Context: an optimization exercise on an open-source flow, tuned for small area and a short achievable clock period. The choices shown serve that exercise and are no tape-out recipe.
No functional check of the RTL was part of any run shown here.

==> flow/design.v, too long to show whole: its modules and the start of the top module <==
// module DOUBLY_PIPELINE: 1168 lines
// module scale607: 196 lines
// module angtab_a: 16 lines
// module angtab_b: 16 lines
// module fa: 6 lines
// module ha: 6 lines
// module mj: 5 lines
// module xn2: 5 lines
// module or2: 5 lines
// module add16: 5 lines
// module sub16: 5 lines
module DOUBLY_PIPELINE(clk,xi,yi,r,ang,xf,yf);
  // ...
==> flow/flow/run.sh <==
#!/bin/bash
# Standard layout, but buffer the ports with buf_4 instead of the default delay-cell buffer.
export BUFFER_PORTS_ARGS="-buffer_cell sky130_fd_sc_hd__buf_4"
bash standard.sh > standard.log 2>&1
==> flow/standard.sh <==
#!/bin/bash
# synth_recipe.tcl (not shown) runs the flow's synth.tcl, then flattens the netlist and writes it again
# the make line also repeats each setting of config.mk as NAME=value (left out here)
make -C /OpenROAD-flow-scripts/flow DESIGN_CONFIG=/design/flow/config.mk WORK_HOME=/design/flow/orfs CLKGATE_MAP_FILE= SYNTH_SCRIPT=/design/flow/synth_recipe.tcl "${@:-finish}"
==> flow/config.mk <==
export PLATFORM = sky130hd
export DESIGN_NAME = DOUBLY_PIPELINE
export DESIGN_NICKNAME = DOUBLY_PIPELINE
export VERILOG_FILES = /design/flow/design.v
export SDC_FILE = /design/flow/constraint.sdc
export NUM_CORES = 4
export LEC_CHECK = 0
export CAP_MARGIN = 20
export CORE_MARGIN = 2
export CORE_UTILIZATION = 40
export SLEW_MARGIN = 20
export SYNTH_HIERARCHICAL = 1
export SYNTH_MINIMUM_KEEP_SIZE = 0
==> flow/constraint.sdc <==
create_clock -name core_clock -period 25.0 [get_ports {clk}]
set_input_delay 5.0000 -clock core_clock [delete_from_list [all_inputs] [get_ports {clk}]]
set_output_delay 5.0000 -clock core_clock [all_outputs]
set_load 0.01 [all_outputs]
==> impl_metrics.py, run 1 <==
metrics = {
    "logic_synthesis": {
        "ys_warn_count": 9,
        "synth_top_cell_area_share_pct": 37.58,
        "ys_ff_latch": 559,
        "yosys.area.top_type": "fa_1",
    },
    "critical_path": {
        "cpPeakStageDelay_ns": 0.65,
        "crit_buf_inv": 1,
        "critPathSlowestCell": "dfxtp_1",
    },
    "status": {
        "status": "no timing/DRC/antenna violations",
    },
    "timing": {
        "setup_ws_ns": 18.63,
    },
    "final_layout": {
        "num-nonclk-buffers": 104,
        "inverters": 120,
        "multi_input_area_um2": 22700,
    },
    "worst_hold_path": {
        "hp-class": "reg -> reg",
        "hp-start": "d6[1]$_DFF_P_",
    },
    "clocking": {
        "clk_latency_ns": 0.63,
        "cts_buffers": 61,
        "cts-root-buf": "clkbuf_16",
        "clockBufferDepth": 3,
        "cts_tree": "yes",
    },
    "floorplan": {
        "die-area_um2": 90020,
        "core-area_um2": 86750,
    },
    "drt": {
        "drt-total-wl_um": 62270,
        "drc": 0,
        "wl_met2_um": 32130,
    },
    "placement": {
        "port_buffers": 95,
    },
    "flow_run": {
        "drv_cap": 0,
    },
    "grt": {
        "grt_busiest_layer": "met2",
    },
}
==> inputs of run 2 (changes only) <==
--- a/flow/design.v
+++ b/flow/design.v
@@ -1149,24 +1149,43 @@
 wire t_s1480, t_c1481; ha u_t_s1480 (.a(angA[0]), .b(angB[0]), .s(t_s1480), .co(t_c1481));
 wire t_s1482, t_c1483; fa u_t_s1482 (.a(angA[1]), .b(angB[1]), .c(t_c1481), .s(t_s1482), .co(t_c1483));
 wire t_s1484, t_c1485; fa u_t_s1484 (.a(angA[2]), .b(angB[2]), .c(t_c1483), .s(t_s1484), .co(t_c1485));
 wire t_s1486, t_c1487; fa u_t_s1486 (.a(angA[3]), .b(angB[3]), .c(t_c1485), .s(t_s1486), .co(t_c1487));
 wire t_s1488, t_c1489; fa u_t_s1488 (.a(angA[4]), .b(angB[4]), .c(t_c1487), .s(t_s1488), .co(t_c1489));
 wire t_s1490, t_c1491; fa u_t_s1490 (.a(angA[5]), .b(angB[5]), .c(t_c1489), .s(t_s1490), .co(t_c1491));
 wire t_s1492, t_c1493; fa u_t_s1492 (.a(angA[6]), .b(angB[6]), .c(t_c1491), .s(t_s1492), .co(t_c1493));
 wire t_s1494, t_c1495; fa u_t_s1494 (.a(angA[7]), .b(angB[7]), .c(t_c1493), .s(t_s1494), .co(t_c1495));
-wire t_s1496, t_c1497; fa u_t_s1496 (.a(angA[8]), .b(angB[8]), .c(t_c1495), .s(t_s1496), .co(t_c1497));
+wire t_s1496, t_c1497; ha u_t_s1496 (.a(angA[8]), .b(angB[8]), .s(t_s1496), .co(t_c1497));
 wire t_s1498, t_c1499; fa u_t_s1498 (.a(angA[9]), .b(angB[9]), .c(t_c1497), .s(t_s1498), .co(t_c1499));
 wire t_s1500, t_c1501; ha u_t_s1500 (.a(angA[10]), .b(t_c1499), .s(t_s1500), .co(t_c1501));
 wire t_s1502, t_c1503; ha u_t_s1502 (.a(angA[11]), .b(t_c1501), .s(t_s1502), .co(t_c1503));
 wire t_s1504, t_c1505; ha u_t_s1504 (.a(angA[12]), .b(t_c1503), .s(t_s1504), .co(t_c1505));
 wire t_s1506, t_c1507; ha u_t_s1506 (.a(angA[13]), .b(t_c1505), .s(t_s1506), .co(t_c1507));
 wire t_s1508, t_c1509; ha u_t_s1508 (.a(angA[14]), .b(t_c1507), .s(t_s1508), .co(t_c1509));
-wire [15:0] angv = {t_s1508, t_s1506, t_s1504, t_s1502, t_s1500, t_s1498, t_s1496, t_s1494, t_s1492, t_s1490, t_s1488, t_s1486, t_s1484, t_s1482, t_s1480, 1'b0};
+wire t_n1510 = t_s1496 & t_s1498;
+wire t_n1511 = t_n1510 & t_s1500;
+wire t_n1512 = t_n1511 & t_s1502;
+wire t_n1513 = t_n1512 & t_s1504;
+wire t_n1514 = t_n1513 & t_s1506;
+wire t_n1515 = t_n1514 & t_s1508;
+wire t_n1516 = t_s1496 ^ t_c1495;
+wire t_n1517 = t_c1495 & t_s1496;
+wire t_n1518 = t_s1498 ^ t_n1517;
+wire t_n1519 = t_c1495 & t_n1510;
+wire t_n1520 = t_s1500 ^ t_n1519;
+wire t_n1521 = t_c1495 & t_n1511;
+wire t_n1522 = t_s1502 ^ t_n1521;
+wire t_n1523 = t_c1495 & t_n1512;
+wire t_n1524 = t_s1504 ^ t_n1523;
+wire t_n1525 = t_c1495 & t_n1513;
+wire t_n1526 = t_s1506 ^ t_n1525;
+wire t_n1527 = t_c1495 & t_n1514;
+wire t_n1528 = t_s1508 ^ t_n1527;
+wire [15:0] angv = {t_n1528, t_n1526, t_n1524, t_n1522, t_n1520, t_n1518, t_n1516, t_s1494, t_s1492, t_s1490, t_s1488, t_s1486, t_s1484, t_s1482, t_s1480, 1'b0};
 wire [15:0] sx, sy, sr;
 scale607 u_sx(.v(x8), .q(sx)); scale607 u_sy(.v(y8), .q(sy)); scale607 u_sr(.v(a8), .q(sr));
 always @(posedge clk) begin xf <= sx; yf <= sy; r <= sr; ang <= angv; end
 endmodule
 module scale607(v, q);
 input [15:0] v;
 output [15:0] q;
 wire [15:0] nv = ~v;
==> flow/config.mk (replaced) <==
export PLATFORM = sky130hd
export DESIGN_NAME = DOUBLY_PIPELINE
export DESIGN_NICKNAME = DOUBLY_PIPELINE
export VERILOG_FILES = /design/flow/design.v
export SDC_FILE = /design/flow/constraint.sdc
export NUM_CORES = 4
export LEC_CHECK = 0
export CAP_MARGIN = 20
export CORE_MARGIN = 2
export CORE_UTILIZATION = 55
export CTS_BUF_LIST = sky130_fd_sc_hd__clkbuf_16 sky130_fd_sc_hd__clkbuf_8
export CTS_CLUSTER_DIAMETER = 80
export CTS_CLUSTER_SIZE = 16
export SLEW_MARGIN = 20
export SYNTH_HIERARCHICAL = 1
export SYNTH_MINIMUM_KEEP_SIZE = 0
==> run 2 against run 1 <==
Effect of this change:
- cell count down 8.9%
- die area down 27%
- wire length about the same
- non-clock buffer count up 1
==> impl_metrics.py, run 2 <==
metrics = {
    "timing": {
        "fin_skew_ns": 0.01517,
        "max_freq_ghz": 0.1565,
        "slew_headroom_pct": 35.25,
        "post-route-period-util_pct": 25.55,
        "drv_slew": 0,
        "setup_tns_ns": 0,
        "finalCriticalPeriod_ns": 6.388,
        "rsz0062_at_grt": "no",
        "worst_slew_pin_slew_ns": 0.9699,
        "setup_viol": 0,
        "setup_ws_ns": 18.61,
        "hold_viol": 0,
    },
    "critical_path": {
        "reg2regPathDepth": 16,
        "required_ns": 25.48,
        "timing.rr.end": "r[13]$_DFF_P_",
        "critPathKind": "in -> reg",
        "cp-startpoint": "yi[0]",
        "cp_max_fo": 4,
        "cp-start-kind": "primary input",
        "endpoint": "b1[8]$_DFF_P_",
        "critPathCaptureType": "flop",
        "arrival_ns": 6.86,
        "r2r_slack_ns": 18.76,
        "r2r_start": "a8[15]$_DFF_P_",
    },
    "drt": {
        "vias": 17450,
        "drt-total-wl_um": 62270,
        "vias_per_cell": 4.993,
        "drt_first_pass_iters": 4,
        "drtIter0Drc": 560,
        "drc": 0,
        "wire_per_inst_um": 17.82,
        "antenna_left": 0,
    },
    "final_layout": {
        "syn_to_final_growth_pct": 7.060,
        "drive_above_1_share_pct": 8.384,
        "fill_cells": 5137,
        "diodes": 0,
        "layout_common_cells": "657 x fa_1, 559 x dfxtp_1, 389 x xor2_1",
        "fin_nets": 3511,
        "layout_commonest_cell": "fa_1",
    },
    "placement": {
        "port_buffers": 95,
        "place.gp.congestion": 0.9282,
        "place_ws_ns": 18.02,
        "dpl.hpwl_um": 53500,
    },
    "logic_synthesis": {
        "ys_seq_area_share_pct": 31.84,
        "synthTopCellsByArea": "fa_1 37%, dfxtp_1 32%, xor2_1 9.7%, ha_1 6.7%, xnor2_1 3.3%",
        "synth_top_flop_cell": "dfxtp_1",
        "synth_area_per_cell_um2": 13.61,
        "async_flop_share_pct": 0,
        "synthesis.area_um2": 35140,
        "yosys.area.top_type": "fa_1",
        "synthesis.instances": 2582,
        "synthMostInstantiatedCell": "fa_1",
        "synth_cell_types": 62,
        "syn_nets": 3460,
        "ys_warn_count": 9,
        "synth-edff-count": 0,
        "ys_ff_latch": 559,
        "yosys-top-cells-count": "657 x fa_1, 559 x dfxtp_1, 389 x xor2_1, 188 x ha_1, 133 x xnor2_1",
        "synth_top_cell_area_share_pct": 37.43,
    },
    "clocking": {
        "clockBufferDepth": 3,
        "cts_resized": 0,
        "cts-root-buf": "clkbuf_16",
        "htree_levels": 2,
        "cts_tree": "yes",
        "cts_sinks": 559,
        "cts_buffers": 45,
        "cts_hold_buf": 0,
        "post-cts-setup-buffer-count": 0,
        "clk_pin_slew_worst_paths_ns": 0.07,
        "clk_latency_ns": 0.58,
    },
    "grt": {
        "grt_pass1_wl_um": 104900,
        "antenna_found_initial": 1,
        "grt_use_total_pct": 20.14,
        "grt_start_max_net_pins": 22,
        "first_global_vias": 20220,
        "gr-total-overflow": 0,
    },
    "floorplan": {
        "core-area_um2": 63080,
        "die-area_um2": 65940,
        "die_y_um": 256.8,
        "ios": 97,
        "die_w_um": 256.8,
        "rows": 92,
        "start_util_pct": 55.71,
    },
    "status": {
        "status": "no timing/DRC/antenna violations",
    },
    "flow_run": {
        "drv_cap": 0,
    },
    "worst_hold_path": {
        "hp-class": "reg -> reg",
    },
}
-- run 2: cell count changes after synthesis, sizes merged --
cell   delta
nand3     +3
ha        +2
inv       +1
and3      -1
nand4     +1
xor2      +4
nand2     +1
xnor2     +2
nor2      +3
fa        -1
-- run 2: worst min-delay path by stage --
stage / from / end / cells past startpoint
global placement: d6[2]$_DFF_P_ / d7[2]$_DFF_P_ / 0
global route: d7[3]$_DFF_P_ / d8[3]$_DFF_P_ / 0
detailed placement: d7[1]$_DFF_P_ / d8[1]$_DFF_P_ / 0
finish: d7[3]$_DFF_P_ / d8[3]$_DFF_P_ / 0
CTS: d7[3]$_DFF_P_ / d8[3]$_DFF_P_ / 0
floorplan: d4[1]$_DFF_P_ / d5[1]$_DFF_P_ / 0
-- run 2: logic make-up after synthesis --
logic type / count (synthesis) / share of synthesized area (%)
mux: 6 / 0.2029
flops: 559 / 31.84
compound gates: 119 / 2.282
buf+inv: 222 / 3.357
xor+xnor: 524 / 13.10
simple gates: 287 / 4.475
fa+ha+maj: 864 / 44.73
other cells: 1 / 0.01067
-- run 2: routing by layer --
| layer | track usage, % | vias to the layer above | part of all wire (%) |
|---|---|---|---|
| met5 | 0 | - | 0 |
| met4 | 6.799 | 0 | 3.2 |
| met3 | 3.687 | 98 | 4.4 |
| met2 | 36.42 | 283 | 52 |
| met1 | 24.16 | 8812 | 40 |
| li1 | - | 8252 | - |
-- run 2: through the flow --
stage	instance area [um2]	hold WS, ns	util (%)	instances
final	37620	0.3275	59.65	3494
after global routing	37620	0.3328	59.65	3494
after CTS	37620	0.3289	59.65	3494
after detailed placement	36260	0.3128	57.49	3432
after global placement	36260	0.3106	57.49	3432
after floorplan	35140	0.3096	-	2582
-- run 2: modules after synthesis (local to each module, per instance), a selection --
module	area, um2	times used	flip-flops and latches
DOUBLY_PIPELINE	16110	1	559
or2	6.256	43	0
ha	12.51	106	0
xn2	8.758	43	0
scale607	574.3	3	0
mj	11.26	19	0
angtab_b	165.2	1	0
-- run 2: worst max-delay path, stage by stage --
cell and delay [ns]:
buf_4 0.09, inv_1 0.03, ha_1 0.21, fa_1 0.42, and2b_1 0.24, o211ai_1 0.13, a31oi_1 0.39, o22ai_1 0.19
xnor2_1 0.15
-- run 2: layout make-up --
type	count	area, um2	share of cell area [%]
Clock buffer	51	1231	3.272
Clock inverter	11	128.9	0.3425
Inverter	121	454.2	1.207
Multi-Input combinational cell	1801	22770	60.53
Sequential cell	559	11190	29.74
Tap cell	846	1059	2.813
Timing Repair Buffer	105	788.3	2.095
==> inputs of run 3 (changes only) <==
--- a/flow/config.mk
+++ b/flow/config.mk
@@ -8,9 +8,9 @@
 export CAP_MARGIN = 20
 export CORE_MARGIN = 2
 export CORE_UTILIZATION = 55
-export CTS_BUF_LIST = sky130_fd_sc_hd__clkbuf_16 sky130_fd_sc_hd__clkbuf_8
-export CTS_CLUSTER_DIAMETER = 80
-export CTS_CLUSTER_SIZE = 16
+export CTS_BUF_LIST = sky130_fd_sc_hd__clkbuf_16
+export CTS_CLUSTER_DIAMETER = 120
+export CTS_CLUSTER_SIZE = 30
 export SLEW_MARGIN = 20
 export SYNTH_HIERARCHICAL = 1
 export SYNTH_MINIMUM_KEEP_SIZE = 0
==> run 3 against run 2 <==
Effect of this change:
- sequential cell count stayed put
- hold slack improved by 0.0085 ns
- maximum frequency barely moved
- clock skew barely moved
- cell count fell by 0.94%
- still clean on timing, DRC and antenna
- synthesized cell count unchanged
- wire length decreased by 0.71%
==> impl_metrics.py, run 3 <==
metrics = {
    "status": {
        "status": "no timing/DRC/antenna violations",
    },
    "logic_synthesis": {
        "ys_ff_latch": 559,
        "synth_fa_ha_area_share_pct": 44.73,
        "synth_cell_types": 62,
        "syn_nets": 3460,
        "synthesis.instances": 2582,
        "synth_top_family_by_area": "adder cells",
        "synth_mux_area_share_pct": 0.2029,
        "synthTopCellsByArea": "fa_1 37%, dfxtp_1 32%, xor2_1 9.7%, ha_1 6.7%, xnor2_1 3.3%",
        "synthesis.area_um2": 35140,
        "synth_top_cell_area_share_pct": 37.43,
        "synth-simple-area-share_pct": 4.475,
        "yosys.area.top_type": "fa_1",
        "ys_warn_count": 9,
        "synth_top_flop_cell": "dfxtp_1",
        "async_flop_share_pct": 0,
        "ys_seq_area_share_pct": 31.84,
        "synth_compound_area_share_pct": 2.282,
        "synthMostInstantiatedCell": "fa_1",
        "synth_xor_area_share_pct": 13.10,
        "synth-edff-count": 0,
        "yosys-top-cells-count": "657 x fa_1, 559 x dfxtp_1, 389 x xor2_1, 188 x ha_1, 133 x xnor2_1",
        "synth_area_per_cell_um2": 13.61,
    },
    "placement": {
        "place.gp.congestion": 0.9282,
        "port_buffers": 95,
        "dpl.hpwl_um": 53500,
    },
    "final_layout": {
        "layout_common_cells": "657 x fa_1, 559 x dfxtp_1, 389 x xor2_1",
        "drive_above_1_share_pct": 7.304,
        "fin_nets": 3489,
        "syn_to_final_growth_pct": 5.031,
        "diodes": 0,
        "layout_commonest_cell": "fa_1",
    },
    "drt": {
        "drt-total-wl_um": 61830,
        "drc": 0,
        "vias": 17280,
        "wire_per_inst_um": 17.87,
        "drtIter0Drc": 617,
        "drt_first_pass_iters": 5,
        "vias_per_cell": 4.992,
        "antenna_left": 0,
    },
    "grt": {
        "antenna_found_initial": 1,
        "gr-total-overflow": 0,
        "first_global_vias": 20020,
        "grt_use_total_pct": 19.83,
        "grt_start_max_net_pins": 31,
        "grt_pass1_wl_um": 104000,
    },
    "clocking": {
        "cts_hold_buf": 0,
        "post-cts-setup-buffer-count": 0,
        "cts_sinks": 559,
        "cts-root-buf": "clkbuf_16",
        "cts_tree": "yes",
        "cts_resized": 0,
        "cts_buffers": 23,
        "clk_pin_slew_worst_paths_ns": 0.10,
        "clockBufferDepth": 3,
        "htree_levels": 1,
        "clk_latency_ns": 0.60,
    },
    "critical_path": {
        "cpPeakStageDelay_ns": 0.42,
        "arrival_ns": 6.86,
        "critPathSlowestCell": "fa_1",
        "critPathKind": "in -> reg",
        "required_ns": 25.48,
        "crit_chain": "buf_4 > inv_1 > ha_1 > fa_1 > and2b_1 > o211ai_1 > a31oi_1 > o22ai_1 > xnor2_1",
        "cp_max_fo": 4,
        "cp-start-kind": "primary input",
        "critPathCaptureType": "flop",
    },
    "floorplan": {
        "ios": 97,
        "core-area_um2": 63080,
        "rows": 92,
        "die_y_um": 256.8,
        "die-area_um2": 65940,
        "start_util_pct": 55.71,
        "die_w_um": 256.8,
    },
    "timing": {
        "hold_ws_ns": 0.3360,
        "setup_tns_ns": 0,
        "slew_headroom_pct": 34.27,
        "hold_viol": 0,
        "max_freq_ghz": 0.1567,
        "rsz0062_at_grt": "no",
        "drv_slew": 0,
        "post-route-period-util_pct": 25.53,
        "worst_slew_pin_slew_ns": 0.9846,
        "fin_skew_ns": 0.01566,
        "finalCriticalPeriod_ns": 6.382,
        "setup_viol": 0,
    },
    "worst_hold_path": {
        "hp-class": "reg -> reg",
    },
    "flow_run": {
        "drv_cap": 0,
    },
}
## run 3: worst max-delay path, delay by kind of cell
kind                       cells  cell delay, ns
buffers and inverters          2            0.12
and+or+nand+nor                1            0.24
xor gates and xnor gates       1            0.15
adders and majority gates      2            0.63
AOI/OAI and AO/OA              3            0.70
## run 3: kinds of logic after synthesis
| logic type | after synthesis |
|---|---|
| flops | 559 |
| simple gates | 287 |
| buf+inv | 222 |
| mux | 6 |
| xor+xnor | 524 |
| compound gates | 119 |
| fa+ha+maj | 864 |
| other cells | 1 |
## run 3: metrics by stage
step           std cells  utilization (%)  setup slack [ns]  area, um2
2_1_floorplan       2582                -             18.39      35140
3_3_place_gp        3432            57.49             18.04      36260
3_5_place_dp        3432            57.49             18.02      36260
4_1_cts             3461            58.52             18.67      36910
5_1_grt             3461            58.52             18.35      36910
6_report            3461            58.52             18.62      36910
## run 3: per-layer routing
metal	wire length [um]	GRT usage (%)	up-vias	share of wire (%)
met4	1827	5.103	0	3.0
met2	32500	36.51	227	53
met5	0	0	-	0
met1	25190	24.17	8792	41
li1	-	-	8189	-
met3	2310	3.173	71	3.7
## run 3: cell type report
type	count	area, um2
sequential	559	11190
clock inverter	6	71.32
tap	846	1059
clock buffer	23	575.6
inverter	121	454.2
timing repair buffer	105	788.3
fill	5196	26170
multi-input combinational	1801	22770
## run 3: per-module statistics from Yosys (local to each module, per instance), a selection
| module | cells | area, um2 | times used |
|---|---|---|---|
| DOUBLY_PIPELINE | 1175 | 16110 | 1 |
| angtab_b | 21 | 165.2 | 1 |
| fa | 1 | 20.02 | 655 |
| ha | 1 | 12.51 | 106 |
| mj | 1 | 11.26 | 19 |
| scale607 | 91 | 574.3 | 3 |
| sub16 | 115 | 793.3 | 1 |
| xn2 | 1 | 8.758 | 43 |
## run 3: final timing paths
path / start / end / slack (ns) / cells after the start
max reg2reg: x8[15]$_DFF_P_ / xf[13]$_DFF_P_ / 18.74 / 16
min: d7[2]$_DFF_P_ / d8[2]$_DFF_P_ / 0.34 / 0
max: yi[0] / b1[8]$_DFF_P_ / 18.62 / 9
min reg2reg: d7[2]$_DFF_P_ / d8[2]$_DFF_P_ / 0.34 / 0

## what the ideal ports hide
Ports are ideal in the flow. The routed layouts listed here were re-timed in OpenROAD. Step 1, drivers: a clkbuf_16 drives clk and a buf_2 each remaining input, both assumed. Step 2 adds t to the input delays and takes it off the output delays; t is the mean of the earliest and latest rising clock arrival at the registers after step 1. Input paths then give back, and output paths get back, about the clock's delay inside the block. a / b / c = no drivers / after step 1 / after step 2; a / b = the first two.
| run | t (ns) | slack for setup (ns) | worst register clock-pin slew, ns |
|---|---|---|---|
| run 1 | 0.678 | 18.634 / 18.634 / 18.029 | 0.06 / 0.06 |
| run 2 | 0.643 | 18.612 / 18.650 / 18.007 | 0.08 / 0.08 |
| run 3 | 0.659 | 18.618 / 18.660 / 18.001 | 0.11 / 0.11 |
After both steps every run listed still meets setup and hold. The setup slack of run 3, which loses most, moves by +0.042 ns with the drivers and by -0.617 ns with both steps.
